Context: an optimization exercise on an open-source flow, tuned for small area. The choices shown serve that exercise and are no tape-out recipe.
The RTL was checked by simulation tests, not by an equivalence proof against the original design.
Power is estimated from default activity; no workload was simulated.

// Snake
module Snake(
	input up,
	input down,
	input left,
	input right,
	input reset,
	input clk,
	output reg B,
	output reg R,
	output G,
	output VS,
	output HS,
	output [3:0] AN,
	output [6:0] seven,
	input speed);
Size in the first run: roughly 1500 cells after synthesis, roughly 11000 um2 of cells after synthesis.
Settings: LEC_CHECK=0, CAP_MARGIN=20, CORE_MARGIN=2, CORE_UTILIZATION=40, SLEW_MARGIN=20; clock period 40.0 ns.
standard.sh (not shown) runs the stock make flow with config.mk's settings and CLKGATE_MAP_FILE= SYNTH_SCRIPT=/design/flow/synth_recipe.tcl, a recipe that flattens the netlist after the stock synthesis.
==> flow/flow/run.sh <==
#!/bin/bash
# Layout flow: the standard flow, except that the synthesis maps the
# logic for area (no Kogge-Stone carry units, no half/full adder extraction,
# an area-oriented abc script).  The registers of this synthesis are checked
# against the standard synthesis; if they differ in name, count or cell type,
# the standard synthesis netlist is used instead.
set -uo pipefail
HERE=$(pwd)
R=$HERE/orfs/results/$FLOW_PLATFORM/Snake/base
RA=$HERE/orfs_area/results/$FLOW_PLATFORM/Snake/base

# 1. the standard synthesis
bash standard.sh synth > synth_standard.log 2>&1 || { echo "standard synthesis failed"; exit 1; }
cp $R/1_2_yosys.v $HERE/standard_1_2_yosys.v

# 2. the area-oriented synthesis, in a work folder of its own
sed -e "s#log_cmd abc {\*}\$abc_args#log_cmd abc -script $HERE/flow/area.abc {*}[lrange \$abc_args 2 end]#" \
    -e "s#\"-extra-map \$::env(FLOW_HOME)/platforms/common/lcu_kogge_stone.v\"#\"\"#" \
    -e "s#^  extract_fa {\*}\[dont_use_extract_fa_args\]#  \# extract_fa skipped#" \
    $FLOW_HOME/scripts/synth.tcl > $HERE/synth_area.tcl
sed -e "s#source \$::env(SCRIPTS_DIR)/synth.tcl#source $HERE/synth_area.tcl#" synth_recipe.tcl > $HERE/synth_recipe_area.tcl
sed -e "s#WORK_HOME=$HERE/orfs #WORK_HOME=$HERE/orfs_area #" \
    -e "s#SYNTH_SCRIPT=[^ ]*#SYNTH_SCRIPT=$HERE/synth_recipe_area.tcl#" standard.sh > $HERE/standard_area.sh
grep -c "orfs_area" standard_area.sh > /dev/null && grep -c "synth_recipe_area" standard_area.sh > /dev/null && \
  grep -c "extract_fa skipped" synth_area.tcl > /dev/null && \
  bash standard_area.sh synth > synth_area.log 2>&1
ok=0
if [[ -f $RA/1_2_yosys.v ]]; then
  regs() { grep -E '^\s*sky130_fd_sc_hd__(df|edf|sdf|sedf|dl)[a-z0-9_]* ' "$1" | awk '{print $1, $2}' | sort; }
  regs $R/1_2_yosys.v > regs_standard.txt
  regs $RA/1_2_yosys.v > regs_area.txt
  if [[ -s regs_standard.txt ]] && cmp -s regs_standard.txt regs_area.txt; then ok=1; fi
fi
if [[ $ok == 1 ]]; then
  echo "using the area-oriented synthesis ($(wc -l < regs_area.txt) registers match)"
  cp $RA/1_2_yosys.v $R/1_2_yosys.v
  rm -f $R/1_synth.odb $R/1_synth.sdc
else
  echo "registers differ or area synthesis failed: using the standard synthesis"
fi

# 3. the rest of the standard flow, with a clock tree of fewer, larger
#    clusters and no dummy loads, and the smallest buffer on the ports
bash standard.sh finish \
  "CTS_ARGS=-sink_clustering_enable -repair_clock_nets -dont_use_dummy_load -sink_clustering_size 25 -sink_clustering_max_diameter 80" \
  "BUFFER_PORTS_ARGS=-buffer_cell sky130_fd_sc_hd__buf_1" > layout.log 2>&1 || { echo "layout failed"; tail -20 layout.log; exit 1; }
Other scripts of this flow, unchanged in this note and not shown: flow/flow/area.abc
==> next run, changes <==
--- a/flow/flow/run.sh
+++ b/flow/flow/run.sh
@@ -41,6 +41,6 @@
 
-# 3. the rest of the standard flow, with a clock tree of fewer, larger
-#    clusters and no dummy loads, and the smallest buffer on the ports
+# 3. the rest of the standard flow, with a clock tree of small clusters of
+#    small buffers and no dummy loads, and the smallest buffer on the ports
 bash standard.sh finish \
-  "CTS_ARGS=-sink_clustering_enable -repair_clock_nets -dont_use_dummy_load -sink_clustering_size 25 -sink_clustering_max_diameter 80" \
+  "CTS_ARGS=-sink_clustering_enable -repair_clock_nets -dont_use_dummy_load -sink_clustering_size 10 -sink_clustering_max_diameter 50 -buf_list sky130_fd_sc_hd__clkbuf_4" \
   "BUFFER_PORTS_ARGS=-buffer_cell sky130_fd_sc_hd__buf_1" > layout.log 2>&1 || { echo "layout failed"; tail -20 layout.log; exit 1; }
=> Combinational power stays flat. Global-route usage barely changes. Final cell count rose by 0.87%. Synthesized cell count does not change. Hold slack improved by 0.0051 ns. Worst setup slack improved by 0.25 ns.

-- separate check: timing with driven ports --
In the flow no input, the clock included, has a driving cell. The finished layouts below were timed again as built, in two steps.
Step 1 sets driving cells, clkbuf_16 on the clock port and buf_2 on the other inputs (assumed; they add their load-dependent delay and slew).
Step 2, shift: input delay + t, output delay - t, t = (earliest + latest rising clock arrival at the registers) / 2. This alone moves slack from input paths to output paths.
a / b / c = ideal / step 1 / step 2; a / b = the first two.
| run | t (ns) | slack for setup (ns) | latest minus earliest clock arrival (ns) | cell pins on the clock port's net |
|---|---|---|---|---|
| the first run | 0.521 | 27.577 / 27.605 / 27.084 | 0.055 / 0.056 | 1 |
| the second run | 0.718 | 27.828 / 27.854 / 27.136 | 0.088 / 0.089 | 1 |
After both steps every run listed still meets setup and hold. For the second run, which loses most, drivers alone change the setup slack by +0.026 ns; drivers and shift together by -0.692 ns.
